Source: an optimization exercise on an open RTL-to-GDS flow (aim: small area and a short achievable clock period). Production flows keep margins and buffers that such runs may drop.
Function was checked by simulation only, so behaviour that the tests miss may differ from the original.
Power is estimated from default activity; no workload was simulated.

// MyMain
module MyMain( R, G, B,Vsync, Hsync,Display0, Display1, Display2, Display3, kyClk, kyData, clk,kd, c0, c1, c2, c3, rst);
For scale: roughly 1500 cells after synthesis, roughly 130 flip-flops, about 70 I/O pins, about 0.012 mm^2 of cells after synthesis.
==> flow/config.mk <==
export PLATFORM = sky130hd
export DESIGN_NAME = MyMain
export DESIGN_NICKNAME = MyMain
export VERILOG_FILES = /design/flow/design.v
export SDC_FILE = /design/flow/constraint.sdc
export NUM_CORES = 4
export LEC_CHECK = 0
export CAP_MARGIN = 20
export CORE_MARGIN = 2
export CORE_UTILIZATION = 65
export CTS_BUF_LIST = sky130_fd_sc_hd__clkbuf_8
export CTS_CLUSTER_DIAMETER = 100
export CTS_CLUSTER_SIZE = 40
export PLACE_DENSITY = 0.8
export SLEW_MARGIN = 20
export TNS_END_PERCENT = 5
==> flow/constraint.sdc <==
create_clock -name core_clock -period 125.0 [get_ports {clk}]
set_input_delay 25.0000 -clock core_clock [delete_from_list [all_inputs] [get_ports {clk}]]
set_output_delay 25.0000 -clock core_clock [all_outputs]
set_load 0.01 [all_outputs]
standard.sh (not shown) runs the stock make flow with config.mk's settings and CLKGATE_MAP_FILE= SYNTH_SCRIPT=/design/flow/synth_recipe.tcl, a recipe that flattens the netlist after the stock synthesis.
==> flow/flow/run.sh <==
#!/bin/bash
# Layout flow: the standard layout (standard.sh: the standard synthesis,
# floorplan, power grid, placement, clock tree and routing) with three
# settings of its own, passed to ORFS through the environment:
#  - the ports are buffered with a plain buffer (buf_2) instead of the delay
#    cell that port buffering picks by default;
#  - timing repair is asked for a setup margin of 98.9 ns, so that it also
#    works on the paths from the inputs and to the outputs, which the 125 ns
#    clock otherwise leaves with a large slack;
#  - the clock tree is built without dummy loads.
# The whole output of the flow goes to standard.log here, and ORFS writes each
# step's log under orfs/logs.
set -o pipefail
export BUFFER_PORTS_ARGS="-buffer_cell sky130_fd_sc_hd__buf_2"
export SETUP_SLACK_MARGIN=98.9
export CTS_ARGS="-sink_clustering_enable -repair_clock_nets -dont_use_dummy_load -sink_clustering_size 40 -sink_clustering_max_diameter 100 -buf_list sky130_fd_sc_hd__clkbuf_8 -sink_buffer_max_cap_derate 1.0 -sink_clustering_levels 1"
bash standard.sh 2>&1 | tee standard.log
Then changed:
--- a/flow/flow/run.sh
+++ b/flow/flow/run.sh
@@ -16 +16 @@
-export CTS_ARGS="-sink_clustering_enable -repair_clock_nets -dont_use_dummy_load -sink_clustering_size 40 -sink_clustering_max_diameter 100 -buf_list sky130_fd_sc_hd__clkbuf_8 -sink_buffer_max_cap_derate 1.0 -sink_clustering_levels 1"
+export CTS_ARGS="-sink_clustering_enable -repair_clock_nets -dont_use_dummy_load -sink_clustering_size 40 -sink_clustering_max_diameter 100 -buf_list sky130_fd_sc_hd__clkbuf_8"
TNS_END_PERCENT = unset   (was 5)
Sequential cell count is unchanged.
Power stays flat.
Worst hold slack stays flat.
Non-clock buffer count rose by 3.
Critical path depth rose by 5.

---

## build 78
Another version of the RTL of MyMain (not shown whole).
For scale: roughly 1700 cells after synthesis, ~160 flip-flops, about 13000 µm² of cells after synthesis.
Settings: LEC_CHECK=0, ABC_AREA=1, CAP_MARGIN=20, CORE_MARGIN=2, CORE_UTILIZATION=65, CTS_BUF_LIST=sky130_fd_sc_hd__clkbuf_8, CTS_CLUSTER_DIAMETER=100, CTS_CLUSTER_SIZE=40, PLACE_DENSITY=0.8, SLEW_MARGIN=20; clock period 125.0 ns.
==> flow/flow/run.sh <==
#!/bin/bash
# The standard layout (the standard.sh, unchanged synthesis, floorplan,
# power grid, placement, clock tree and routing), with two settings of its
# own: the ports are buffered with a plain buffer, and timing repair is asked
# for a setup margin, so that it works on the paths from the inputs and to
# the outputs too, which the 125 ns clock leaves with a large slack.
set -o pipefail
export BUFFER_PORTS_ARGS="-buffer_cell sky130_fd_sc_hd__buf_2"
export SETUP_SLACK_MARGIN=98.9
bash standard.sh 2>&1 | tee standard.log
Build 78 reached the final stage; the timing, design-rule and antenna checks on its layout passed.
Changes in build 9 relative to build 78:
- ABC_AREA removed (was 1)
==> flow/flow/run.sh <==
#!/bin/bash
set -o pipefail
export BUFFER_PORTS_ARGS="-buffer_cell sky130_fd_sc_hd__buf_2"
export SETUP_SLACK_MARGIN=98.9
export CTS_ARGS="-sink_clustering_enable -repair_clock_nets -dont_use_dummy_load -sink_clustering_size 40 -sink_clustering_max_diameter 100 -buf_list sky130_fd_sc_hd__clkbuf_8"
bash standard.sh 2>&1 | tee standard.log
## What came out
- Build 78 went all the way through synthesis, placement and routing and the layout is clean on timing, DRC and antenna.
- No stage failed in build 9, and the final checks on the layout all came back clean.
- Comparing build 9 and build 78, the higher global routing usage summed across all routing layers was measured on build 78.
- Number of optimization iterations in the first detailed-route pass: build 9 < build 78
- Sum of internal, switching and leakage power: higher on build 78
- Build 78 → build 9: clock power share shrank by 2.7 points, part of the Yosys area used for sequential elements shrank by 0.34 points, maximum fanout count along the critical path grew by 1, largest net degree at the start of global routing shrank by 16.
- Build 9 vs build 78: power spent charging and discharging nets down by more than a quarter
- Average footprint of a synthesized cell (build 78 / build 9): 0.859
- Compared with build 78, build 9 shows a higher source-to-sink clock delay at the later pin of the worst-skew pair.
- A worst setup path startpoint of KBD.KeyData[6] is what build 9 shows, while KBD.KeyData[7] belongs to build 78.
- The higher fraction of power consumed by combinational cells of build 9 and build 78 is in build 78.
## Diff of input files: build 97 against build 9
==> flow/flow/run.sh <==
#!/bin/bash
# The standard layout (the standard.sh, unchanged synthesis, floorplan,
# power grid, placement, clock tree and routing), with two settings of its
# own: the ports are buffered with a plain buffer, and timing repair is asked
# for a setup margin, so that it works on the paths from the inputs and to
# the outputs too, which the 125 ns clock leaves with a large slack.
set -o pipefail
export BUFFER_PORTS_ARGS="-buffer_cell sky130_fd_sc_hd__buf_2"
export SETUP_SLACK_MARGIN=98.9
bash standard.sh 2>&1 | tee standard.log
Findings:
KBD.KeyData[6] as the launch point of the worst path was reported by build 9, and VGAD.Bq[1] by build 97.
Build 97 went all the way through the flow, and no timing, DRC or antenna check failed.
Delta (build 97 minus build 9): met2 usage in global routing moved up; global-route usage grew by 0.21 points; combinational power share down 1.8 points; clock network fraction of total power picked up an extra 4.3 points.
Relative area change from synthesis to final layout sits higher in build 97 than in build 9.

---

MyMain, a different RTL version from the one above (not shown whole).
Size: about 160 flip-flops, ~70 I/O pins.
Design MyMain, start of the top module:
module MyMain( R, G, B,Vsync, Hsync,Display0, Display1, Display2, Display3, kyClk, kyData, clk,kd, c0, c1, c2, c3, rst);
Settings: LEC_CHECK=0, CAP_MARGIN=20, CORE_MARGIN=2, CORE_UTILIZATION=65, CTS_BUF_LIST=sky130_fd_sc_hd__clkbuf_8, CTS_CLUSTER_DIAMETER=100, CTS_CLUSTER_SIZE=40, PLACE_DENSITY=0.8, SLEW_MARGIN=20; clock period 125.0 ns.
==> flow/flow/run.sh <==
#!/bin/bash
# The standard layout (the standard.sh, unchanged synthesis, floorplan,
# power grid, placement, clock tree and routing), with two settings of its
# own: the ports are buffered with a plain buffer, and timing repair is asked
# for a setup margin, so that it works on the paths from the inputs and to
# the outputs too, which the 125 ns clock leaves with a large slack.
set -o pipefail
export BUFFER_PORTS_ARGS="-buffer_cell sky130_fd_sc_hd__buf_2"
export SETUP_SLACK_MARGIN=99.1
bash standard.sh 2>&1 | tee standard.log
The baseline produced a clean layout.
Next try:
--- a/flow/flow/run.sh
+++ b/flow/flow/run.sh
@@ -9 +9 @@
-export SETUP_SLACK_MARGIN=99.1
+export SETUP_SLACK_MARGIN=98.7
Effect: The new run produced a clean layout. Clock-buffer cell count shrinks by 1. Setup slack degrades by 0.23 ns. Area after synthesis stays the same. Critical path depth does not change.
Next try:
==> flow/flow/run.sh (replaced) <==
#!/bin/bash
# The standard layout (the standard.sh: unchanged synthesis, floorplan,
# power grid, placement, clock tree and routing), with the ports buffered by
# a plain buffer instead of the delay cell the port buffering picks by
# default.
set -o pipefail
export BUFFER_PORTS_ARGS="-buffer_cell sky130_fd_sc_hd__buf_2"
bash standard.sh 2>&1 | tee standard.log
What happened:
- The new run finished with timing, DRC and antenna clean
- global-route usage falls by 0.51 points
- fmax falls slightly
- utilization falls by 0.18 points
- register-to-register slack is better by 0.52 ns
Next try:
==> flow/flow/run.sh (replaced) <==
#!/bin/bash
# The standard layout (the standard.sh, unchanged synthesis, floorplan,
# power grid, placement, clock tree and routing), with two settings of its
# own: the ports are buffered with a plain buffer, and timing repair is asked
# for a setup margin, so that it works on the paths from the inputs and to
# the outputs too, which the 125 ns clock leaves with a large slack.
set -o pipefail
export BUFFER_PORTS_ARGS="-buffer_cell sky130_fd_sc_hd__buf_2"
export SETUP_SLACK_MARGIN=98.9
bash standard.sh 2>&1 | tee standard.log
Settings changed: ABC_AREA set to 1, CAP_MARGIN 20 to 0, SLEW_MARGIN 20 to 0.
Routed wire length came out lower slightly. Maximum frequency came out higher slightly. Die area came out lower by a few percent. Design area came out lower slightly. Utilization came out higher by 1.2 points. Setup slack improved by 0.40 ns. Worst hold slack improved by 0.0053 ns. Sequential power came out higher by a few percent.
Next try:
Settings changed: ABC_AREA 1 to unset, CAP_MARGIN 0 to 20, SLEW_MARGIN 0 to 20.
Effect: Setup slack is better by 0.014 ns; area after synthesis goes up by 3.1%; total power fell by 25%; via count fell by 0.84%; combinational power shrinks by 51%; fmax hardly moves; routed wire length drops by 0.38%.
Next try:
Settings changed: ABC_AREA set to 1.
=>
- The new run produced a clean layout
- first-iteration DRC count went up by 6.8%
- clock power went down by about 13%
- count of clock-buffer cells in the layout went down by 1
- flip-flop and latch count stays the same

---

Another version of the RTL of MyMain (not shown whole).
For scale: ~1400 cells after synthesis, ~130 flip-flops.
==> flow/config.mk <==
export PLATFORM = sky130hd
export DESIGN_NAME = MyMain
export DESIGN_NICKNAME = MyMain
export VERILOG_FILES = /design/flow/design.v
export SDC_FILE = /design/flow/constraint.sdc
export NUM_CORES = 4
export LEC_CHECK = 0
export CAP_MARGIN = 20
export CORE_MARGIN = 2
export CORE_UTILIZATION = 70
export CTS_BUF_LIST = sky130_fd_sc_hd__clkbuf_8
export CTS_CLUSTER_DIAMETER = 100
export CTS_CLUSTER_SIZE = 40
export PLACE_DENSITY = 0.85
export SLEW_MARGIN = 20
export TNS_END_PERCENT = 5
==> flow/constraint.sdc <==
create_clock -name core_clock -period 125.0 [get_ports {clk}]
set_input_delay 25.0000 -clock core_clock [delete_from_list [all_inputs] [get_ports {clk}]]
set_output_delay 25.0000 -clock core_clock [all_outputs]
set_load 0.01 [all_outputs]
==> flow/flow/run.sh <==
#!/bin/bash
# Layout flow: the standard layout (standard.sh: the standard synthesis,
# floorplan, power grid, placement, clock tree and routing) with three
# settings of its own, passed to ORFS through the environment:
#  - the ports are buffered with a plain buffer (buf_2) instead of the delay
#    cell that port buffering picks by default;
#  - timing repair is asked for a setup margin of 98.9 ns, so that it also
#    works on the paths from the inputs and to the outputs, which the 125 ns
#    clock otherwise leaves with a large slack;
#  - the clock tree is built without dummy loads.
# The whole output of the flow goes to standard.log here, and ORFS writes each
# step's log under orfs/logs.
set -o pipefail
export BUFFER_PORTS_ARGS="-buffer_cell sky130_fd_sc_hd__buf_2"
export SETUP_SLACK_MARGIN=99.0
export CTS_ARGS="-sink_clustering_enable -repair_clock_nets -dont_use_dummy_load -sink_clustering_size 40 -sink_clustering_max_diameter 100 -buf_list sky130_fd_sc_hd__clkbuf_8"
bash standard.sh 2>&1 | tee standard.log
Edit:
--- a/flow/flow/run.sh
+++ b/flow/flow/run.sh
@@ -15 +15 @@
-export SETUP_SLACK_MARGIN=99.0
+export SETUP_SLACK_MARGIN=98.9
Settings changed: CORE_UTILIZATION 70 to 65, PLACE_DENSITY 0.85 to 0.8, TNS_END_PERCENT 5 to 20.
Outcome: The new run went through all stages and came out clean; hold slack gets better by 0.0045 ns; clock skew goes up by 0.0053 ns; worst setup slack got worse by 0.079 ns; synthesized area stays the same; wire length goes down by 2.0%; global-route usage fell by 3.4 points.
Edit:
Settings changed: TNS_END_PERCENT 20 to 5.
After rerunning: Design area hardly moves; synthesized cell count stays the same; sequential cell count stays the same; core utilization went down by 0.10 points; global-route usage is about the same.

---

RTL: one of the versions met above, not the one the previous note started from.
Size in the first run: roughly 1700 cells after synthesis, roughly 160 flip-flops, roughly 70 I/O pins, ~14000 um2 of cells after synthesis.
## MyMain
module MyMain( R, G, B,Vsync, Hsync,Display0, Display1, Display2, Display3, kyClk, kyData, clk,kd, c0, c1, c2, c3, rst);
Settings: LEC_CHECK=0, CAP_MARGIN=20, CORE_MARGIN=2, CORE_UTILIZATION=65, CTS_BUF_LIST=sky130_fd_sc_hd__clkbuf_8, CTS_CLUSTER_DIAMETER=100, CTS_CLUSTER_SIZE=40, PLACE_DENSITY=0.8, SLEW_MARGIN=20; clock period 125.0 ns.
==> flow/flow/run.sh <==
#!/bin/bash
# The standard layout (the standard.sh, unchanged synthesis, floorplan,
# power grid, placement, clock tree and routing), with two settings of its
# own: the ports are buffered with a plain buffer, and timing repair is asked
# for a setup margin, so that it works on the paths from the inputs and to
# the outputs too, which the 125 ns clock leaves with a large slack.
set -o pipefail
export BUFFER_PORTS_ARGS="-buffer_cell sky130_fd_sc_hd__buf_2"
export SETUP_SLACK_MARGIN=99.3
bash standard.sh 2>&1 | tee standard.log
The starting point finished with timing, DRC and antenna clean.
Next try:
==> flow/run.sh (new file) <==
#!/bin/bash
# synth_recipe.tcl (not shown) runs the flow's synth.tcl, then flattens the netlist and writes it again
# the make line also repeats each setting of config.mk as NAME=value (left out here)
make -C /OpenROAD-flow-scripts/flow DESIGN_CONFIG=/design/flow/config.mk WORK_HOME=/design/flow/orfs CLKGATE_MAP_FILE= SYNTH_SCRIPT=/design/flow/synth_recipe.tcl finish
Settings changed: CAP_MARGIN 20 to 0, SLEW_MARGIN 20 to 0.
removed: flow/flow/run.sh
removed: flow/standard.sh
The new run ran to the end with no violations.
Total power drops by 3.5%.
Design area drops by 2.8%.
Non-clock buffer count drops by 21.
Utilization drops by 2.0 points.
Clock skew drops by 5.4 ps.
Next try:
==> flow/flow/run.sh (new file) <==
#!/bin/bash
# The standard layout (the standard.sh, unchanged synthesis, floorplan,
# power grid, placement, clock tree and routing), with two settings of its
# own: the ports are buffered with a plain buffer, and timing repair is asked
# for a setup margin, so that it works on the paths from the inputs and to
# the outputs too, which the 125 ns clock leaves with a large slack.
set -o pipefail
export BUFFER_PORTS_ARGS="-buffer_cell sky130_fd_sc_hd__buf_2"
export SETUP_SLACK_MARGIN=99.5
bash standard.sh 2>&1 | tee standard.log
==> flow/standard.sh (new file) <==
#!/bin/bash
# synth_recipe.tcl (not shown) runs the flow's synth.tcl, then flattens the netlist and writes it again
# the make line also repeats each setting of config.mk as NAME=value (left out here)
make -C /OpenROAD-flow-scripts/flow DESIGN_CONFIG=/design/flow/config.mk WORK_HOME=/design/flow/orfs CLKGATE_MAP_FILE= SYNTH_SCRIPT=/design/flow/synth_recipe.tcl "${@:-finish}"
Settings changed: CAP_MARGIN 0 to 20, SLEW_MARGIN 0 to 20.
removed: flow/run.sh
What happened: The new run completed without violations; final cell count rose by about 1.6%; sequential power barely changes; worst setup slack improved by 630 ps.

---

MyMain, a different RTL version from the one above (not shown whole).
Size in the first run: roughly 1700 cells after synthesis, ~70 I/O pins, ~14000 um2 of cells after synthesis.
clock: 125.0 ns
lec_check: 0
cap_margin: 20
core_margin: 2
core_utilization: 40
cts_buf_list: sky130_fd_sc_hd__clkbuf_8
cts_cluster_diameter: 100
cts_cluster_size: 40
slew_margin: 20
run.sh (not shown) runs the stock make flow with config.mk's settings and CLKGATE_MAP_FILE= SYNTH_SCRIPT=/design/flow/synth_recipe.tcl, a recipe that flattens the netlist after the stock synthesis.
Stock flow here: none of the scripts above is used.
The starting point completed with no timing, DRC or antenna violations.
Change:
CTS_BUF_LIST = unset   (was sky130_fd_sc_hd__clkbuf_8)
CTS_CLUSTER_DIAMETER = unset   (was 100)
CTS_CLUSTER_SIZE = unset   (was 40)
Result:
- global-route usage stays flat
- final area rose by 1.3%
- routed wire length barely changes
- non-clock buffer count is unchanged
- worst setup slack loses 0.0030 ns
Change:
CORE_UTILIZATION = 65   (was 40)
CTS_BUF_LIST = sky130_fd_sc_hd__clkbuf_8   (was unset)
CTS_CLUSTER_DIAMETER = 100   (was unset)
CTS_CLUSTER_SIZE = 40   (was unset)
PLACE_DENSITY = 0.8   (was unset)
The new run ran to the end with no violations; worst hold slack improves by 0.0069 ns; via count came out higher slightly; die area falls by well over a third.

==> separate check: timing with driven ports <==
The flow's constraints put no driver on any port. The routed layouts listed below were extracted and timed again, unchanged, in two steps.
Step 1 sets driving cells, clkbuf_16 on the clock port and buf_2 on the other inputs (assumed; they add their load-dependent delay and slew).
Step 2 adds t to the input delays and takes it off the output delays; t is the mean of the earliest and latest rising clock arrival at the registers after step 1. Input paths then give back, and output paths get back, about the clock's delay inside the block.
Three values: ideal, step 1, step 2; two values: the first two.
| run | t, ns | slack for setup (ns) | slew at the worst register clock pin (ns) |
|---|---|---|---|
| the first run of note 1 | 0.484 | 98.832 / 98.790 / 98.386 | 0.08 / 0.08 |
| the second run of note 1 | 0.490 | 98.925 / 98.888 / 98.456 | 0.08 / 0.08 |
| build 78 | 0.492 | 98.947 / 98.908 / 98.607 | 0.10 / 0.10 |
| build 9 | 0.506 | 98.960 / 98.918 / 98.568 | 0.10 / 0.10 |
| build 97 | 0.520 | 98.942 / 98.901 / 98.554 | 0.09 / 0.09 |
| the first run of note 3 | 0.512 | 99.020 / 98.980 / 98.580 | 0.09 / 0.09 |
| the second run of note 3 | 0.504 | 98.792 / 98.753 / 98.368 | 0.10 / 0.10 |
| the third run of note 3 | 0.508 | 98.531 / 98.549 / 98.041 | 0.09 / 0.09 |
| the fourth run of note 3 | 0.512 | 98.935 / 98.893 / 98.538 | 0.10 / 0.10 |
| the fifth run of note 3 | 0.512 | 98.948 / 98.905 / 98.504 | 0.10 / 0.10 |
| the sixth run of note 3 | 0.502 | 98.944 / 98.903 / 98.500 | 0.09 / 0.09 |
| the first run of note 4 | 0.487 | 98.937 / 98.897 / 98.547 | 0.08 / 0.08 |
| the second run of note 4 | 0.486 | 98.859 / 98.822 / 98.582 | 0.08 / 0.08 |
| the third run of note 4 | 0.485 | 98.862 / 98.826 / 98.423 | 0.08 / 0.08 |
| the first run of note 5 | 0.520 | 99.024 / 98.980 / 98.807 | 0.10 / 0.10 |
| the second run of note 5 | 0.506 | 98.411 / 98.374 / 97.996 | 0.09 / 0.09 |
| the third run of note 5 | 0.503 | 99.039 / 98.998 / 98.818 | 0.09 / 0.09 |
| the first run of note 6 | 0.509 | 98.390 / 98.348 / 97.937 | 0.09 / 0.09 |
| the second run of note 6 | 0.481 | 98.387 / 98.379 / 97.935 | 0.07 / 0.07 |
| the third run of note 6 | 0.517 | 98.377 / 98.334 / 98.065 | 0.10 / 0.10 |
After both steps setup and hold are still met in every run listed. The setup slack of the third run of note 3, which loses most, moves by +0.018 ns with the drivers and by -0.490 ns with both steps.
